This design comes from an exercise in tuning for small area on the open sky130 flow, not from production work.
Only simulation tests tie the RTL to the original design; equivalence was not proved.
Power and IR drop assume default switching activity.

File: flow/run.sh
#!/bin/bash
# synth_recipe.tcl (not shown) runs the flow's synth.tcl, then flattens the netlist and writes it again
# the make line also repeats each setting of config.mk as NAME=value (left out here)
make -C /OpenROAD-flow-scripts/flow DESIGN_CONFIG=/design/flow/config.mk WORK_HOME=/design/flow/orfs CLKGATE_MAP_FILE= SYNTH_SCRIPT=/design/flow/synth_recipe.tcl finish
File: flow/config.mk
export PLATFORM = sky130hd
export DESIGN_NAME = colorshield
export DESIGN_NICKNAME = colorshield
export VERILOG_FILES = /design/flow/design.v
export SDC_FILE = /design/flow/constraint.sdc
export NUM_CORES = 4
export LEC_CHECK = 0
export CAP_MARGIN = 20
export CORE_MARGIN = 2
export CORE_UTILIZATION = 40
export SLEW_MARGIN = 20
File: flow/constraint.sdc
create_clock -name core_clock -period 8.0 [get_ports {clk}]
set_input_delay 1.6000 -clock core_clock [delete_from_list [all_inputs] [get_ports {clk}]]
set_output_delay 1.6000 -clock core_clock [all_outputs]
set_load 0.01 [all_outputs]
File: flow/design.v
module one_hot_encoder(input wire [2:0] in, output reg [7:0] out);
  always @(*) begin
    case (in)
      3'b000: out = 8'b0000_0001;
      3'b001: out = 8'b0000_0010;
      3'b010: out = 8'b0000_0100;
      3'b011: out = 8'b0000_1000;
      3'b100: out = 8'b0001_0000;
      3'b101: out = 8'b0010_0000;
      3'b110: out = 8'b0100_0000;
      3'b111: out = 8'b1000_0000;
    endcase
  end
endmodule
module pixels_grid (input clk,
                     input rst_n,
                     input write_en,
                     input clear,
                     input wire [5:0] pixel_addr,
                     input wire [BITS_PER_PIXEL-1:0] pixel_value,
                     input [2:0] read_col_idx,
                     output [N_BITS-1:0] col_bits);
  localparam PIXELS_PER_COL = 8;
  localparam N_COLS = 8;
  localparam BITS_PER_PIXEL = 24;
  localparam N_BITS = PIXELS_PER_COL*BITS_PER_PIXEL;
  integer i;
  wire [2:0] x_coord, y_coord;
  reg [N_BITS-1:0] pixels [N_COLS-1:0];
  assign {x_coord, y_coord} = pixel_addr;
  assign col_bits = pixels[read_col_idx];
  always @(posedge clk, negedge rst_n) begin
    if (~rst_n) begin
      for (i = 0; i < N_COLS; i = i + 1) begin: reset_for
        pixels[i] <= {PIXELS_PER_COL{24'h000000}};
      end
    end else if (write_en) begin
      pixels[x_coord][y_coord * BITS_PER_PIXEL +: BITS_PER_PIXEL] <= pixel_value;
    end else if (clear) begin
      for (i = 0; i < N_COLS; i = i + 1) begin: clear_for
        pixels[i] <= {PIXELS_PER_COL{24'h000000}};
      end
    end
  end
endmodule
module transmit_unit
                    #(parameter N = 8)
                    (input clk,
                     input rst_n,
                     input wire [N-1:0] data,
                     input run,
                     output s_clk,
                     output s_sda,
                     output reg latch);
  localparam N_BIT = $clog2(N);
  localparam [1:0] N_CLK_HALF_PERIOD = 2;
  localparam CHECK = 3'b000;
  localparam INIT  = 3'b100;
  localparam TRANS = 3'b001;
  localparam DNCLK = 3'b010;
  localparam UPCLK = 3'b011;
  reg [N_BIT:0] bit_count, bit_count_next;
  reg [N-1:0] data_int, data_next;
  reg [2:0] state, state_next;
  reg [1:0] clk_wait, clk_wait_next;
  reg s_clk_int, s_clk_next;
  reg s_sda_int, s_sda_next;
  always @(posedge clk, negedge rst_n) begin
    if (~rst_n) begin
      bit_count <= 0;
      data_int <= 0;
      state <= INIT;
      s_clk_int <= 1'b0;
      s_sda_int <= 1'b0;
      clk_wait <= 0;
    end
    else begin
      bit_count <= bit_count_next;
      data_int <= data_next;
      state <= state_next;
      clk_wait <= clk_wait_next;
      s_clk_int <= s_clk_next;
      s_sda_int <= s_sda_next;
    end
  end
  always @(*) begin
    s_clk_next = s_clk_int;
    s_sda_next = s_sda_int;
    state_next = state;
    data_next = data_int;
    clk_wait_next = clk_wait;
    bit_count_next = bit_count;
    latch = 1'b1;
    case (state)
      INIT: begin
        s_clk_next = 1'b0;
        s_sda_next = 1'b0;
        if (run) begin
          state_next = CHECK;
          bit_count_next = N[N_BIT:0];
          data_next = data;
        end
      end
      CHECK: begin
        s_clk_next = 1'b0;
        s_sda_next = 1'b0;
        if (bit_count > 0) begin
          state_next = TRANS;
        end else begin
          latch = 1'b0;
          state_next = INIT;
        end
      end
      TRANS: begin        
        s_sda_next = data_int[N-1];
        data_next = data_int << 1;
        bit_count_next = bit_count - 1;
        s_clk_next = 1'b0;
        state_next = DNCLK;
        clk_wait_next = N_CLK_HALF_PERIOD;
      end
      DNCLK: begin        
        if (clk_wait == 2'b00) begin
          s_clk_next = 1'b1;
          clk_wait_next = N_CLK_HALF_PERIOD;
          state_next = UPCLK;
        end else clk_wait_next = clk_wait - 1;
      end
      UPCLK: begin
        if (clk_wait == 2'b00) begin
          s_clk_next = 1'b0;
          state_next = CHECK;
          s_sda_next = 1'b0;
        end else clk_wait_next = clk_wait - 1;
      end
      default: state_next = INIT;
    endcase
  end
  assign s_clk = s_clk_int;
  assign s_sda = s_sda_int;
endmodule
module pixel_column_mux(input clk,
                        input rst_n,
                        input send_frame,
                        input write_en,
                        input wire [5:0] pixel_addr,
                        input wire [BITS_PER_PIXEL-1:0] pixel_value,
                        output wire [7:0] channel,
                        output s_sda,
                        output s_clk,
                        output latch,
                        output reg frame_done);
  localparam PIXELS_PER_COL = 8;
  localparam BITS_PER_PIXEL = 24;
  localparam N_BITS = PIXELS_PER_COL*BITS_PER_PIXEL;
  localparam LEFT = 1'b0;
  localparam RIGHT = 1'b1;
  localparam READY = 2'b00;
  localparam SWAP = 2'b01;
  localparam WAITLO = 2'b10;
  localparam WAITHI = 2'b11;
  wire col_done;
  wire l_write_en, r_write_en;
  reg clear;
  wire l_clear, r_clear;
  wire [N_BITS-1:0] col_bits, l_col_bits, r_col_bits;
  reg [1:0] state, state_next;
  reg [2:0] col_idx, col_idx_next;
  reg active, active_next;
  reg transmit, transmit_next;
  reg [3:0] n_cycles, n_cycles_next;
  wire [7:0] col_idx_ohot;
  reg [7:0] channel_int, channel_next;
  one_hot_encoder ohot (.in(col_idx), .out(col_idx_ohot));
  pixels_grid left_grid  (.clk(clk),
                          .rst_n(rst_n),
                          .write_en(l_write_en),
                          .clear(l_clear),
                          .pixel_addr(pixel_addr),
                          .pixel_value(pixel_value),
                          .read_col_idx(col_idx),
                          .col_bits(l_col_bits));
  pixels_grid right_grid (.clk(clk),
                          .rst_n(rst_n),
                          .write_en(r_write_en),
                          .clear(r_clear),
                          .pixel_addr(pixel_addr),
                          .pixel_value(pixel_value),
                          .read_col_idx(col_idx),
                          .col_bits(r_col_bits));
  transmit_unit #(.N(N_BITS)) tpu (.clk(clk),
                                    .rst_n(rst_n),
                                    .data(col_bits),
                                    .run(transmit),
                                    .s_clk(s_clk),
                                    .s_sda(s_sda),
                                    .latch(latch));
  assign l_write_en = (active == LEFT) ? 1'b0 : write_en;
  assign r_write_en = (active == RIGHT) ? 1'b0 : write_en;
  assign l_clear = (active == LEFT) ? clear : 1'b0;
  assign r_clear = (active == RIGHT) ? clear : 1'b0;
  assign col_done = ~latch;
  assign col_bits = (active == LEFT) ? l_col_bits : r_col_bits;
  always @(posedge clk, negedge rst_n) begin
    if (~rst_n) begin
      state <= READY;
      col_idx <= 0;
      transmit <= 1'b0;
      active <= LEFT;
      n_cycles <= 0;
      channel_int <= 0;
    end
    else begin
      state <= state_next;
      col_idx <= col_idx_next;
      transmit <= transmit_next;
      active <= active_next;
      n_cycles <= n_cycles_next;
      channel_int <= channel_next;
    end
  end
  always @(*) begin
    state_next = state;
    active_next = active;
    transmit_next = transmit;
    col_idx_next = col_idx;
    n_cycles_next = n_cycles;
    channel_next = 0;
    frame_done = 1'b0;
    clear = 1'b0;
    case (state)
      READY: begin
        transmit_next = 1'b1;
        if (send_frame) begin
          state_next = SWAP;
        end
        if (col_done) begin
          transmit_next = 1'b0;
          n_cycles_next = 4'hf;
          state_next = WAITLO;
        end
      end
      SWAP: begin
        clear = 1'b1;
        active_next = ~active;
        state_next = READY;
      end
      WAITLO: begin
        if (n_cycles > 0) begin
          n_cycles_next = n_cycles - 1;
        end else begin
          n_cycles_next = 4'hf;
          state_next = WAITHI;
        end
      end
      WAITHI: begin
        channel_next = col_idx_ohot;
        if (n_cycles > 0) begin
          n_cycles_next = n_cycles - 1;
        end else begin
          state_next = READY;
          transmit_next = 1'b1;
          col_idx_next = col_idx + 1;
          if (col_idx == 3'd7) frame_done = 1'b1;
        end
      end
      default: state_next = READY;
    endcase
  end
  assign channel = channel_int;
endmodule
module colorshield (input clk,
                    input rst_n,
                    input write_en,
                    input wire [5:0] pixel_addr,
                    input wire [23:0] pixel_value,
                    output wire [7:0] channel,
                    output reg ready,
                    output s_sda,
                    output s_clk,
                    output s_rst,
                    output lat,
                    output sb);
  localparam [3:0] N_RST_INPUT = 8;
  localparam N_GAMMA = 6 * 24;  
  localparam W = 18;  
  localparam [5:0] RED_GAMMA = 63;
  localparam [5:0] GREEN_GAMMA = 63;
  localparam [5:0] BLUE_GAMMA = 63;
  localparam PAINT = 1'b0;
  localparam INPUT = 1'b1;
  reg [3:0] n_rst_cycles;
  reg s_rst_int;
  reg rst_done;
  reg sb_int;
  wire sb_next;
  wire [N_GAMMA-1:0] g_data = {8{RED_GAMMA, GREEN_GAMMA, BLUE_GAMMA}};
  reg g_done;
  wire g_done_n;
  wire should_transmit;
  wire g_latch, p_latch;
  wire g_clk, p_clk;
  wire g_sda, p_sda;
  wire p_frame_done;
  reg state, state_next;
  reg [W-1:0] frame_wait, frame_wait_next;
  wire write_en_int;
  reg send_frame;
  assign g_done_n = ~g_latch | g_done;
  assign should_transmit = rst_done & ~g_done;
  assign sb_next = sb_int | g_done;
  assign write_en_int = write_en & ready;
  transmit_unit #(.N(N_GAMMA)) txu (.clk(clk),
                                    .rst_n(rst_n),
                                    .data(g_data),
                                    .run(should_transmit),
                                    .s_clk(g_clk),
                                    .s_sda(g_sda),
                                    .latch(g_latch));
  pixel_column_mux pix_unit (.clk(clk),
                              .rst_n(rst_n),
                              .send_frame(send_frame),
                              .write_en(write_en_int),
                              .pixel_addr(pixel_addr),
                              .pixel_value(pixel_value),
                              .channel(channel),
                              .s_sda(p_sda),
                              .s_clk(p_clk),
                              .latch(p_latch),
                              .frame_done(p_frame_done));
  always @(posedge clk, negedge rst_n) begin
    if (~rst_n) begin
      n_rst_cycles <= N_RST_INPUT;
      sb_int <= 0;
      g_done <= 0;
      s_rst_int <= 1'b0;
      rst_done <= 1'b0;
      state <= INPUT;
      frame_wait <= 0;
    end
    else begin
      n_rst_cycles <= (n_rst_cycles > 0) ? n_rst_cycles - 1 : n_rst_cycles;
      sb_int <= sb_next;
      g_done <= g_done_n;
      rst_done <= s_rst_int;
      s_rst_int <= n_rst_cycles == 0;
      state <= state_next;
      frame_wait <= frame_wait_next;
    end
  end
  always @(*) begin
    state_next = state;
    frame_wait_next = frame_wait;
    send_frame = 1'b0;
    case (state)
      PAINT: begin
        ready = 1'b0;
        if (p_frame_done) begin
          frame_wait_next = {W{1'b1}};
          state_next = INPUT;
        end
      end
      INPUT: begin
        ready = g_done;
        if (frame_wait > 0) frame_wait_next = frame_wait - 1;
        else begin
          state_next = PAINT;
          send_frame = 1'b1;
        end
      end
    endcase
  end
  assign s_rst = s_rst_int;
  assign lat = (g_done) ? p_latch : g_latch;
  assign s_sda = (g_done) ? p_sda : g_sda;
  assign s_clk = (g_done) ? p_clk : g_clk;
  assign sb = sb_int;
endmodule
==> flow_summary.toml <==
[place]
hpwl_um = 376000
port-buffer-count = 46
place_inst = 17851
gp_congestion = 0.952
place_ws_ns = 0.980
dpl_cell_area_um2 = 163000

[detailed_routing]
via_count = 130693
via_per_inst = 7.04
routedWlPerCell_um = 33.7
ant_nets = 0
remaining_drc_errors = 0
drt-initial-drc-count = 22084
drt-total-wl_um = 625000
drtPass1Iterations = 11

[outcome]
outcome = "no timing/DRC/antenna violations"

[worst_setup_path]
crit_family = "simple AND/OR/NAND/NOR gates"
path_class = "in2reg"
start_kind = "primary input"
slowest_delay_ns = 1.07
cp_data_required_time_ns = 8.92
cp_num_buf_inv = 1
worstPathCellList = "clkdlybuf4s50_1 -> ha_1 -> fa_1 -> nand2b_1 -> nor2_1 -> ha_2 -> nand3_1 -> nor3_1 -> a32o_1 -> a22o_1"
arrival_ns = 7.09
path_max_fanout = 31
cp_slowest_cell = "nor3_1"
critPathCaptureType = "register"

[layout]
stdcell_area_um2 = 176000
area_growth_pct = 12.5
nNetsFinal = 13096
fin_cells = 18561
drive_gt1_share_pct = 13.8
final-seq-area_um2 = 87200
n_fill_cell = 35468
multiInputGateArea_um2 = 64300

[clock_network]
cts_tree = "built"
root_buffer = "clkbuf_16"
cts_resized = 0
clockBufferDepth = 4
clkSinkCount = 3486
clk-insertion-delay-late_ns = 1.02
cts_inserted_buffers = 374
htree_levels = 5
path_clk_slew_ns = 0.06
hold_buffers = 0
post-cts-setup-buffers = 0

[yosys]
synth_compound_area_share_pct = 29.3
synth_edf_count = 0
synth-xor-area-share_pct = 0.133
ys.flop_type = "dfrtp_1"
synth_area_leaders = "dfrtp_1 (56%), a22o_1 (11%), mux2_2 (3.9%)"
synthCells = 13557
synth_mux_area_share_pct = 4.09
synth_most_common_cell = "dfrtp_1"
synth_warnings = 7
synthesis.area_um2 = 156000
synth_top_area_share_pct = 55.8
yosys.area_share.simple_pct = 6.80
synthArstFlopShare_pct = 100
ys_ff_latch = 3486
synth_commonest_cells = "dfrtp_1 (3482), a22o_1 (1968), nand2_1 (1277)"
synth-seq-area-share_pct = 55.9
synth_top_area_cell = "dfrtp_1"
syn-num-nets = 13619
avgSynthCellArea_um2 = 11.5
synth.distinct_cells = 98
synthAdderAreaFrac_pct = 0.237
synth_top_family_by_area = "compound AO/OA/AOI/OAI gates"

[grt]
grt_use_total_pct = 30.6
grt_pass1_vias = 127057
antenna_found_initial = 36
gr-total-overflow = 0
grt_pass1_wl_um = 912000
grt_max_degree = 173

[timing]
whs_ns = 0.406
fin_crit_ns = 6.17
clock.fmax_mhz = 162
setup_viol = 0
worst_slack_ns = 1.83
slew_viol_final = 0
slew_headroom_pct = 14.9
hold_viol_final = 0
min_period_over_period_pct = 77.1
finalClockSkew_ns = 0.104
tightest_slew_ns = 1.27
finalSetupTns_ns = 0
rsz0062_at_grt = "false"

[floorplanning]
io_pins = 47
die_area_um2 = 395000
die_h_um = 629
core_um2 = 389000
initial_core_util_pct = 40.2
fp-row-count = 229
die_x_um = 629

[power]
p_per_area_nw_per_um2 = 216
vdd_drop_max_uv = 174
p_leak_nw = 78.4

[min_path]
hp-class = "reg2reg"

[run]
maxCapViolations = 0
[cell type report]
| cell class | instances | area share [%] |
|---|---|---|
| clock buffer | 538 | 6.19 |
| multi-input combinational | 8657 | 36.6 |
| timing repair buffer | 482 | 2.65 |
| clock inverter | 135 | 1.06 |
| antenna | 33 | 0.0470 |
| tap | 5197 | 3.70 |
| sequential | 3486 | 49.7 |
| inverter | 33 | 0.0748 |
[worst reg2reg max path: stages, from the launching register on]
cell and delay, ns:
dfrtp_4 0.70, buf_4 0.43, nand4b_1 0.95, nor2_4 1.19, buf_4 0.58, a21oi_1 0.45, a2bb2o_1 0.40
[power breakdown]
part | switching, mW | leakage, nW | internal (mW) | total, mW
Clock | 7.70 | 6.27 | 10.7 | 18.4
Sequential | 0 | 48.2 | 17.6 | 17.6
Combinational | 1.63 | 24.0 | 0.278 | 1.90
Total | 9.33 | 78.4 | 28.6 | 37.9
[layer usage]
metal / vias to the layer above / GRT usage (%) / part of all wire [%]
met5: - / 0 / 0.046
met4: 24 / 15.8 / 5.7
met3: 1789 / 9.14 / 12
met2: 9145 / 43.3 / 42
met1: 67066 / 42.2 / 40
li1: 52669 / - / -
[stage by stage]
stage	utilization [%]	power (mW)
3_3_place_gp	41.8	19.8
6_report	45.2	37.9
2_1_floorplan	-	18.7
4_1_cts	45.1	37.9
3_5_place_dp	41.9	19.8
5_1_grt	45.2	38.8
[registers in the layout (all words and copies together), names as in the netlist, 2 cells and up]
name,count
txu.data_int,144
pix_unit.channel_int,8
pix_unit.tpu.state,3
pix_unit.tpu.bit_count,9
pix_unit.right_grid.pixels,1536
pix_unit.tpu.data_int,192
txu.clk_wait,2
pix_unit.n_cycles,4
n_rst_cycles,4
pix_unit.left_grid.pixels,1536
frame_wait,18
pix_unit.col_idx,3
txu.state,3
pix_unit.state,2
txu.bit_count,9
pix_unit.tpu.clk_wait,2
[cells in the final DEF (no fill, tap or decap), types with 33 or more instances in the layout]
cell,netlist,layout
a211oi_1,47,46
a21o_1,39,39
a21oi_1,441,433
a221o_1,321,321
a221oi_1,97,97
a222oi_1,480,480
a22o_1,1968,1968
a22oi_1,80,78
a2bb2o_1,47,47
a31oi_1,140,140
a32o_1,107,107
a32oi_1,103,100
buf_12,0,72
buf_4,29,364
bufinv_16,0,37
clkbuf_1,1178,84
clkbuf_16,0,383
clkbuf_8,0,71
clkdlybuf4s50_1,0,43
clkinv_2,0,61
dfrtp_1,3482,3480
diode_2,0,33
mux2_2,542,542
nand2_1,1277,1250
nand2b_1,68,62
nand3_1,77,76
nand4_1,112,112
nor2_1,392,350
nor2_2,21,37
nor3_1,265,244
nor3_2,16,33
o2111ai_1,130,130
o211ai_1,68,68
o21ai_0,459,459
o21ai_1,79,77
o221ai_1,153,153
o22a_1,102,102
o22ai_1,232,232
o2bb2ai_1,335,334
o31ai_1,94,94
[kinds of logic (layout without fill, tap and decap cells)]
family | Yosys count | count (layout)
adder cells (fa/ha/maj) | 29 | 29
XOR/XNOR | 22 | 22
flip-flops | 3486 | 3486
buffers and inverters | 1414 | 1188
multiplexers | 571 | 571
other | 0 | 33
AO/OA/AOI/OAI | 5640 | 5640
AND/OR/NAND/NOR | 2395 | 2395
[final timing paths]
check                           startpoint                                  to  slack, ns  cells after the start
setup / recovery             pixel_addr[1]   pix_unit.left_grid.pixels[7][150]       1.83                     10
hold / removal                   s_rst_int                            rst_done       0.41                      0
min in group asynchronous            rst_n  pix_unit.right_grid.pixels[1][117]       0.58                      1
max in group asynchronous            rst_n    pix_unit.left_grid.pixels[1][40]       5.39                      3
hold reg to reg                  s_rst_int                            rst_done       0.41                      0
setup reg to reg           pix_unit.active   pix_unit.right_grid.pixels[6][66]       3.26                      6

-- static timing again, ports no longer ideal --
The flow's constraints put no driver on any port. The routed layout listed below was extracted and timed again, unchanged, in two steps. Step 1: set_driving_cell puts a clkbuf_16 on clk and a buf_2 on each other input, an assumption about the parent block. Step 2 times the ports against the registers' clock, not the clock port: input delays grow and output delays shrink by t, the midpoint of the rising clock arrivals with the driver on. Slacks: ideal ports / drivers / drivers and shift; pairs: ideal ports / drivers.
t, ns: 1.088
setup WS [ns]: 1.834 / 1.930 / 0.842
latest minus earliest clock arrival (ns): 0.112 / 0.112
worst register clock-pin slew, ns: 0.07 / 0.07
worst data-port slew with drivers (ns): 0.22
After both steps this run still meets setup and hold. The setup slack of this run moves by +0.096 ns with the drivers and by -0.992 ns with both steps.
